Source: an optimization exercise on an open RTL-to-GDS flow (aim: small area, a short achievable clock period and few clock cycles). Production flows keep margins and buffers that such runs may drop. At most, simulation tests tie the RTL to the original design; equivalence was not proved.

==> flow/design.v (excerpt) <==
module complex_mean_square (
    input wire i_clk,
    input wire i_arst,
    input wire i_en,
    input wire [2:0] i_log2_samples,
    input wire        i_valid,
    input wire [31:0] i_y,
    input wire [31:0] i_y_hat,
    output reg        o_valid,
    output reg [63:0] o_data
);
clock: 13.5 ns
lec_check: 0
cap_margin: 20
core_margin: 2
core_utilization: 40
slew_margin: 20
synth_hierarchical: 1
synth_minimum_keep_size: 0
standard.sh (not shown) runs the stock make flow with config.mk's settings and CLKGATE_MAP_FILE= SYNTH_SCRIPT=/design/flow/synth_recipe.tcl, a recipe that flattens the netlist after the stock synthesis.
==> flow/flow/run.sh <==
#!/bin/bash
# The standard layout, with timing repair aimed at a shorter period than the
# clock's: the constraints are unchanged, repair_timing gets a setup margin
# and may resize cells to other footprints.
set -euo pipefail
bash standard.sh SETUP_SLACK_MARGIN=9.5 MATCH_CELL_FOOTPRINT=0 finish > standard_flow.log 2>&1
Rerun with:
==> flow/run.sh (new file) <==
#!/bin/bash
# synth_recipe.tcl (not shown) runs the flow's synth.tcl, then flattens the netlist and writes it again
# the make line also repeats each setting of config.mk as NAME=value (left out here)
make -C /OpenROAD-flow-scripts/flow DESIGN_CONFIG=/design/flow/config.mk WORK_HOME=/design/flow/orfs CLKGATE_MAP_FILE= SYNTH_SCRIPT=/design/flow/synth_recipe.tcl finish
removed: flow/flow/run.sh
removed: flow/standard.sh
Wire length went down by 5.1%.
Hold slack hardly moves.
Via count drops by 2.1%.
Design area shrinks by 5.9%.
Rerun with:
==> flow/flow/run.sh (new file) <==
#!/bin/bash
# The standard layout, with timing repair aimed at a shorter period than the
# clock's: the constraints are unchanged, repair_timing gets a setup margin
# and may resize cells to other footprints.
set -euo pipefail
bash standard.sh SETUP_SLACK_MARGIN=10.0 MATCH_CELL_FOOTPRINT=0 finish > standard_flow.log 2>&1
==> flow/standard.sh (new file) <==
#!/bin/bash
# synth_recipe.tcl (not shown) runs the flow's synth.tcl, then flattens the netlist and writes it again
# the make line also repeats each setting of config.mk as NAME=value (left out here)
make -C /OpenROAD-flow-scripts/flow DESIGN_CONFIG=/design/flow/config.mk WORK_HOME=/design/flow/orfs CLKGATE_MAP_FILE= SYNTH_SCRIPT=/design/flow/synth_recipe.tcl "${@:-finish}"
removed: flow/run.sh
Result: Wire length is higher by 20%; area after synthesis is unchanged; clock-buffer cell count is higher by 9; clock skew is higher by 0.016 ns; hold slack is about the same.
No run of this note included a check of the RTL's function; only the layout flow was run.

========
P:
Another version of the RTL of complex_mean_square (not shown whole).
Size: ~240 flip-flops, about 140 I/O pins, about 0.026 mm² of cells after synthesis.
clock: 13.5 ns
lec_check: 0
cap_margin: 20
core_margin: 2
core_utilization: 40
cts_buf_list: sky130_fd_sc_hd__clkbuf_4
slew_margin: 20
synth_hierarchical: 1
synth_minimum_keep_size: 0
==> flow/flow/run.sh <==
#!/bin/bash
# The standard layout, with timing repair aimed at a shorter period than the
# clock's: the constraints are unchanged, repair_timing gets a setup margin
# and may resize cells to other footprints; the ports get plain buffers.
set -euo pipefail
bash standard.sh SETUP_SLACK_MARGIN=9.5 MATCH_CELL_FOOTPRINT=0 \
  "BUFFER_PORTS_ARGS=-buffer_cell sky130_fd_sc_hd__buf_2" finish > standard_flow.log 2>&1
P: flow completed, timing, DRC and antenna clean
Testbench counts of P, summed over its fixed seeds: cycles 15,043.
The following lists how Q was set up differently from P:
- clearing CTS_BUF_LIST, which used to be sky130_fd_sc_hd__clkbuf_4
==> flow/flow/run.sh <==
#!/bin/bash
# The standard layout, with timing repair aimed at a shorter period than the
# clock's: the constraints are unchanged, repair_timing gets a setup margin
# and may resize cells to other footprints.
set -euo pipefail
bash standard.sh SETUP_SLACK_MARGIN=9.5 MATCH_CELL_FOOTPRINT=0 finish > standard_flow.log 2>&1
[summary]
- The final reports for Q and P show area added between synthesis and finish higher in the former.
- Q vs P: sequential share of layout area down in Q
- Final cell area: Q above P
- Relative to P, normalized max-slew margin has gone down in Q.
- Diff P -> Q: number of buffers created by CTS dropped 59%; post-cts resize count climbed 8; met2 track utilization from global routing dropped 1.2 points.
- The lower final cell count without fillers came out of Q.
For R, these inputs were changed with respect to Q:
==> flow/flow/run.sh <==
#!/bin/bash
# The standard layout, with timing repair aimed at a shorter period than the
# clock's: the constraints are unchanged, repair_timing gets a setup margin
# and may resize cells to other footprints; the ports get plain buffers.
set -euo pipefail
bash standard.sh SETUP_SLACK_MARGIN=9.5 MATCH_CELL_FOOTPRINT=0 \
  "BUFFER_PORTS_ARGS=-buffer_cell sky130_fd_sc_hd__buf_2" finish > standard_flow.log 2>&1
==> notes.md <==
Relative to Q, final cell area excluding filler cells decreased by about 5.5% in R.
Looking at first element of the critical path, the o_data[29] result is from R; the i_y_hat[29] one comes from Q.
Compared with Q, R shows a number of setup buffers added after CTS that is 29 lower.
Compared to Q, R has total wire length about 2.2% lower.
o_data[29] as the end point of the critical path was reported by R, and nd1_r[31] by Q.
Going from Q to R, sequential share of layout area grows by 0.73 points.
R vs. Q: longest individual stage delay on the worst path went up by 30 ps.
The core of R is less densely filled than that of Q.
Comparing the two runs side by side, R comes out ahead of Q on pre-CTS setup slack.

========
complex_mean_square, a different RTL version from the one above (not shown whole).
Size: ~2,500 cells after synthesis.
==> flow/config.mk <==
export PLATFORM = sky130hd
export DESIGN_NAME = complex_mean_square
export DESIGN_NICKNAME = complex_mean_square
export VERILOG_FILES = /design/flow/design.v
export SDC_FILE = /design/flow/constraint.sdc
export NUM_CORES = 4
export LEC_CHECK = 0
export CAP_MARGIN = 20
export CORE_MARGIN = 2
export CORE_UTILIZATION = 40
export SLEW_MARGIN = 20
export SYNTH_HIERARCHICAL = 1
export SYNTH_MINIMUM_KEEP_SIZE = 0
==> flow/constraint.sdc <==
create_clock -name core_clock -period 13.5 [get_ports {i_clk}]
set_input_delay 2.7000 -clock core_clock [delete_from_list [all_inputs] [get_ports {i_clk}]]
set_output_delay 2.7000 -clock core_clock [all_outputs]
set_load 0.01 [all_outputs]
==> flow/flow/run.sh <==
#!/bin/bash
# The standard layout, with timing repair aimed at a shorter period than the
# clock's: the constraints are unchanged, repair_timing gets a setup margin
# and may resize cells to other footprints; the ports get plain buffers.
set -euo pipefail
bash standard.sh SETUP_SLACK_MARGIN=9.7 MATCH_CELL_FOOTPRINT=0 \
  "BUFFER_PORTS_ARGS=-buffer_cell sky130_fd_sc_hd__buf_2" finish > standard_flow.log 2>&1
Next try:
--- a/flow/flow/run.sh
+++ b/flow/flow/run.sh
@@ -6 +6 @@
-bash standard.sh SETUP_SLACK_MARGIN=9.7 MATCH_CELL_FOOTPRINT=0 \
+bash standard.sh SETUP_SLACK_MARGIN=9.5 MATCH_CELL_FOOTPRINT=0 \
Effect: Hold slack got worse by 0.0091 ns. Clock skew hardly moves. Synthesized area is unchanged. Via count came out lower by about 4%. Sequential share of layout area came out higher by 0.62 points.
Function was not checked in any run of this note: the RTL went through the layout flow alone.

========
complex_mean_square, a different RTL version from the one above (not shown whole).
Size in the first run: roughly 240 flip-flops, about 140 I/O pins, roughly 0.025 mm2 of cells after synthesis.
Settings: LEC_CHECK=0, CAP_MARGIN=20, CORE_MARGIN=2, CORE_UTILIZATION=60, SLEW_MARGIN=20, SYNTH_HIERARCHICAL=1, SYNTH_MINIMUM_KEEP_SIZE=0; clock period 13.5 ns.
==> flow/flow/run.sh <==
#!/bin/bash
# The standard layout, with timing repair aimed at a shorter period than the
# clock's: the constraints are unchanged, repair_timing gets a setup margin
# and may resize cells to other footprints; the ports get plain buffers.
set -euo pipefail
bash standard.sh SETUP_SLACK_MARGIN=9.5 MATCH_CELL_FOOTPRINT=0 REMOVE_ABC_BUFFERS=1 \
  "BUFFER_PORTS_ARGS=-buffer_cell sky130_fd_sc_hd__buf_2" finish > standard_flow.log 2>&1
The baseline completed with no timing, DRC or antenna violations.
Testbench counts at the start, summed over its fixed seeds: cycles 15,043.
==> next run, changes <==
==> flow/run.sh (new file) <==
#!/bin/bash
# synth_recipe.tcl (not shown) runs the flow's synth.tcl, then flattens the netlist and writes it again
# the make line also repeats each setting of config.mk as NAME=value (left out here)
make -C /OpenROAD-flow-scripts/flow DESIGN_CONFIG=/design/flow/config.mk WORK_HOME=/design/flow/orfs CLKGATE_MAP_FILE= SYNTH_SCRIPT=/design/flow/synth_recipe.tcl finish
removed: flow/flow/run.sh
removed: flow/standard.sh
Effect: Sequential share of layout area is lower by 0.15 points. Clock-buffer cell count drops by 3. Wire length decreases by 2.0%. Utilization went up by 0.49 points. Non-clock buffer count is lower by 9.

========
Setup of job 6927:
Starting RTL as in the previous note.
## complex_mean_square
module complex_mean_square (
    input wire i_clk,
    input wire i_arst,
    input wire i_en,
    input wire [2:0] i_log2_samples,
    input wire        i_valid,
    input wire [31:0] i_y,
    input wire [31:0] i_y_hat,
    output reg        o_valid,
    output reg [63:0] o_data
);
==> flow/config.mk <==
export PLATFORM = sky130hd
export DESIGN_NAME = complex_mean_square
export DESIGN_NICKNAME = complex_mean_square
export VERILOG_FILES = /design/flow/design.v
export SDC_FILE = /design/flow/constraint.sdc
export NUM_CORES = 4
export LEC_CHECK = 0
export CAP_MARGIN = 20
export CORE_MARGIN = 2
export CORE_UTILIZATION = 60
export PLACE_DENSITY = 0.8
export SLEW_MARGIN = 20
export SYNTH_HIERARCHICAL = 1
export SYNTH_MINIMUM_KEEP_SIZE = 0
==> flow/constraint.sdc <==
create_clock -name core_clock -period 13.5 [get_ports {i_clk}]
set_input_delay 2.7000 -clock core_clock [delete_from_list [all_inputs] [get_ports {i_clk}]]
set_output_delay 2.7000 -clock core_clock [all_outputs]
set_load 0.01 [all_outputs]
==> flow/flow/run.sh <==
#!/bin/bash
# The standard layout, with timing repair aimed at a shorter period than the
# clock's: the constraints are unchanged, repair_timing gets a setup margin
# and may resize cells to other footprints; the ports get plain buffers.
set -euo pipefail
bash standard.sh SETUP_SLACK_MARGIN=9.5 MATCH_CELL_FOOTPRINT=0 \
  "BUFFER_PORTS_ARGS=-buffer_cell sky130_fd_sc_hd__buf_2" finish > standard_flow.log 2>&1
Job 6927 has completed all stages; timing, DRC and antenna checks passed.
Testbench counts of job 6927, summed over its fixed seeds: cycles 15,043.
Inputs modified between job 6927 and job 9944:
# job 6927
export LEC_CHECK = 0
export CAP_MARGIN = 20
export CORE_MARGIN = 2
export CORE_UTILIZATION = 60
export PLACE_DENSITY = 0.8
export SLEW_MARGIN = 20
export SYNTH_HIERARCHICAL = 1
export SYNTH_MINIMUM_KEEP_SIZE = 0
create_clock -name core_clock -period 13.5 [get_ports {i_clk}]
# job 9944
export LEC_CHECK = 0
export CAP_MARGIN = 20
export CORE_MARGIN = 2
export CORE_UTILIZATION = 60
export SLEW_MARGIN = 20
export SYNTH_HIERARCHICAL = 1
export SYNTH_MINIMUM_KEEP_SIZE = 0
create_clock -name core_clock -period 13.5 [get_ports {i_clk}]
diff --git a/flow/flow/run.sh b/flow/flow/run.sh
--- a/flow/flow/run.sh
+++ b/flow/flow/run.sh
@@ -4,4 +4,4 @@
 # and may resize cells to other footprints; the ports get plain buffers.
 set -euo pipefail
-bash standard.sh SETUP_SLACK_MARGIN=9.5 MATCH_CELL_FOOTPRINT=0 \
+bash standard.sh SETUP_SLACK_MARGIN=9.3 MATCH_CELL_FOOTPRINT=0 \
   "BUFFER_PORTS_ARGS=-buffer_cell sky130_fd_sc_hd__buf_2" finish > standard_flow.log 2>&1
[summary]
Compared job 9944 vs job 6927, and total detailed-routing wirelength is down in job 9944. The higher count of clock buffers in the final design of job 6927 and job 9944 is in job 9944. Vias after detailed routing (job 9944 over job 6927): decrease, 2.7%. Looking only at worst hold margin, and setting everything else aside, the lower value of job 6927 and job 9944 goes to job 9944.
Inputs modified between job 9944 and job 2574:
# job 9944
export LEC_CHECK = 0
export CAP_MARGIN = 20
export CORE_MARGIN = 2
export CORE_UTILIZATION = 60
export SLEW_MARGIN = 20
export SYNTH_HIERARCHICAL = 1
export SYNTH_MINIMUM_KEEP_SIZE = 0
create_clock -name core_clock -period 13.5 [get_ports {i_clk}]
# job 2574
export LEC_CHECK = 0
export CAP_MARGIN = 0
export CORE_MARGIN = 2
export CORE_UTILIZATION = 60
export SLEW_MARGIN = 0
export SYNTH_HIERARCHICAL = 1
export SYNTH_MINIMUM_KEEP_SIZE = 0
create_clock -name core_clock -period 13.5 [get_ports {i_clk}]
diff --git a/flow/flow/run.sh b/flow/flow/run.sh
--- a/flow/flow/run.sh
+++ b/flow/flow/run.sh
@@ -4,4 +4,4 @@
 # and may resize cells to other footprints; the ports get plain buffers.
 set -euo pipefail
-bash standard.sh SETUP_SLACK_MARGIN=9.3 MATCH_CELL_FOOTPRINT=0 \
+bash standard.sh SETUP_SLACK_MARGIN=9.5 MATCH_CELL_FOOTPRINT=0 \
   "BUFFER_PORTS_ARGS=-buffer_cell sky130_fd_sc_hd__buf_2" finish > standard_flow.log 2>&1
Notes after the runs:
- Data arrival time at the worst-slack endpoint: job 2574 vs job 9944 down 0.09 ns
- Diff job 9944..job 2574 | flip-flop and latch count | unchanged
- On post-synthesis sequential area ratio, job 2574 and job 9944 are basically level.
- Job 9944 → job 2574: transition at the pin with the smallest max-transition slack fell by 0.099 ns; depth of the CTS H-tree stayed essentially flat; clock skew down 0.0047 ns.
- | final cell count without fillers | job 9944 vs job 2574 | ≈ equal |
- Compare job 2574 and job 9944 | post-DP HPWL lower: job 2574
- Proportion of final cell area spent on non-clock buffers is lower on job 9944
- Comparing job 2574 and job 9944, the lower setup slack on the worst flop-to-flop path was measured on job 9944.
For job 9839, these inputs were changed with respect to job 2574:
# job 2574
export LEC_CHECK = 0
export CAP_MARGIN = 0
export CORE_MARGIN = 2
export CORE_UTILIZATION = 60
export SLEW_MARGIN = 0
export SYNTH_HIERARCHICAL = 1
export SYNTH_MINIMUM_KEEP_SIZE = 0
create_clock -name core_clock -period 13.5 [get_ports {i_clk}]
# job 9839
export LEC_CHECK = 0
export CAP_MARGIN = 20
export CORE_MARGIN = 2
export CORE_UTILIZATION = 60
export SLEW_MARGIN = 20
export SYNTH_HIERARCHICAL = 1
export SYNTH_MINIMUM_KEEP_SIZE = 0
create_clock -name core_clock -period 13.5 [get_ports {i_clk}]
diff --git a/flow/flow/run.sh b/flow/flow/run.sh
--- a/flow/flow/run.sh
+++ b/flow/flow/run.sh
@@ -4,4 +4,4 @@
 # and may resize cells to other footprints; the ports get plain buffers.
 set -euo pipefail
-bash standard.sh SETUP_SLACK_MARGIN=9.5 MATCH_CELL_FOOTPRINT=0 \
+bash standard.sh SETUP_SLACK_MARGIN=9.7 MATCH_CELL_FOOTPRINT=0 \
   "BUFFER_PORTS_ARGS=-buffer_cell sky130_fd_sc_hd__buf_2" finish > standard_flow.log 2>&1
### Flow results
Going from job 2574 to job 9839, required time at the worst-slack endpoint picked up an extra 0.02 ns; area after detailed placement roughly the same.
Between job 2574 and job 9839, the flow reports maximum clock rate decreasing slightly.
Going from job 2574 to job 9839, the area growth from synthesis to final layout was found to have gone up by 5.9 points.
The final layouts of job 2574 and job 9839 pass the timing, DRC and antenna checks.
Edits applied to the flow inputs when going from job 9839 to job 3676:
diff --git a/flow/flow/run.sh b/flow/flow/run.sh
--- a/flow/flow/run.sh
+++ b/flow/flow/run.sh
@@ -4,4 +4,4 @@
 # and may resize cells to other footprints; the ports get plain buffers.
 set -euo pipefail
-bash standard.sh SETUP_SLACK_MARGIN=9.7 MATCH_CELL_FOOTPRINT=0 \
+bash standard.sh SETUP_SLACK_MARGIN=9.5 MATCH_CELL_FOOTPRINT=0 \
   "BUFFER_PORTS_ARGS=-buffer_cell sky130_fd_sc_hd__buf_2" finish > standard_flow.log 2>&1
Job 3676 vs. job 9839: number of inserted filler cells in the final layout went up about 6%.
Re sequential cell count of the final layout: no difference whatsoever between job 3676 and job 9839.
Taking job 9839 as the reference point, the post-CTS resize count of job 3676 falls by 114.
Slowest stage cell on the critical path = sky130_fd_sc_hd__nor3_2: job 9839; slowest stage cell on the critical path = sky130_fd_sc_hd__fa_2: job 3676
Between job 9839 and job 3676, the wire length of the first global-routing pass is higher for job 9839.
Comparing job 9839 and job 3676, the lower final cycle utilization of the critical path was measured on job 3676.
From job 9839 to job 3676 the numbers moved as follows: post-route cell area went down 1500 um^2, detailed-route via count went down by about 3%.
Summary of job 3676 over job 9839: post-route minimum period shrank by 0.025 ns, final standard cell utilization of the core saw a decrease.
Job 3676 vs job 9839, critical path launch point: i_y[16] vs i_y_hat[26]

==> what the ideal ports hide <==
How much do the figures lean on ideal ports? The routed layouts below were timed once more, with nothing changed but the port constraints.
Step 1 assumes that a clkbuf_16 drives the clock port and a buf_2 every other input.
Step 2 times the ports against the registers' clock, not the clock port: input delays grow and output delays shrink by t, the midpoint of the rising clock arrivals with the driver on.
a / b / c = ideal ports / drivers / drivers and shift; a / b = the first two.
| run | t (ns) | setup WS [ns] | latest minus earliest clock arrival (ns) | slew at the worst register clock pin (ns) | worst data-port slew with drivers (ns) |
|---|---|---|---|---|---|
| the first run of note 1 | 0.625 | 9.535 / 9.530 / 8.947 | 0.019 / 0.019 | 0.06 / 0.06 | 0.04 |
| the second run of note 1 | 0.637 | 8.890 / 8.890 / 8.502 | 0.019 / 0.018 | 0.07 / 0.07 | 0.03 |
| the third run of note 1 | 0.639 | 9.642 / 9.587 / 9.048 | 0.036 / 0.036 | 0.07 / 0.07 | 0.05 |
| P | 0.843 | 9.485 / 9.427 / 9.014 | 0.090 / 0.090 | 0.08 / 0.08 | 0.03 |
| Q | 0.633 | 9.519 / 9.519 / 8.917 | 0.019 / 0.019 | 0.06 / 0.06 | 0.04 |
| R | 0.633 | 9.526 / 9.470 / 9.016 | 0.022 / 0.023 | 0.06 / 0.06 | 0.03 |
| the first run of note 3 | 0.639 | 9.124 / 9.124 / 8.486 | 0.013 / 0.013 | 0.06 / 0.06 | 0.06 |
| the second run of note 3 | 0.625 | 9.188 / 9.176 / 8.550 | 0.011 / 0.011 | 0.06 / 0.06 | 0.07 |
| the first run of note 4 | 0.623 | 9.544 / 9.576 / 8.952 | 0.019 / 0.019 | 0.07 / 0.07 | 0.06 |
| the second run of note 4 | 0.614 | 8.929 / 8.966 / 8.352 | 0.016 / 0.016 | 0.06 / 0.06 | 0.04 |
| job 6927 | 0.616 | 9.531 / 9.554 / 8.938 | 0.017 / 0.018 | 0.06 / 0.06 | 0.04 |
| job 9944 | 0.625 | 9.445 / 9.445 / 8.913 | 0.016 / 0.016 | 0.07 / 0.07 | 0.04 |
| job 2574 | 0.613 | 9.541 / 9.579 / 8.966 | 0.012 / 0.013 | 0.06 / 0.06 | 0.05 |
| job 9839 | 0.618 | 9.514 / 9.547 / 8.929 | 0.034 / 0.034 | 0.07 / 0.07 | 0.05 |
| job 3676 | 0.615 | 9.540 / 9.578 / 8.963 | 0.016 / 0.016 | 0.06 / 0.06 | 0.05 |
After both steps every run listed still meets setup and hold.
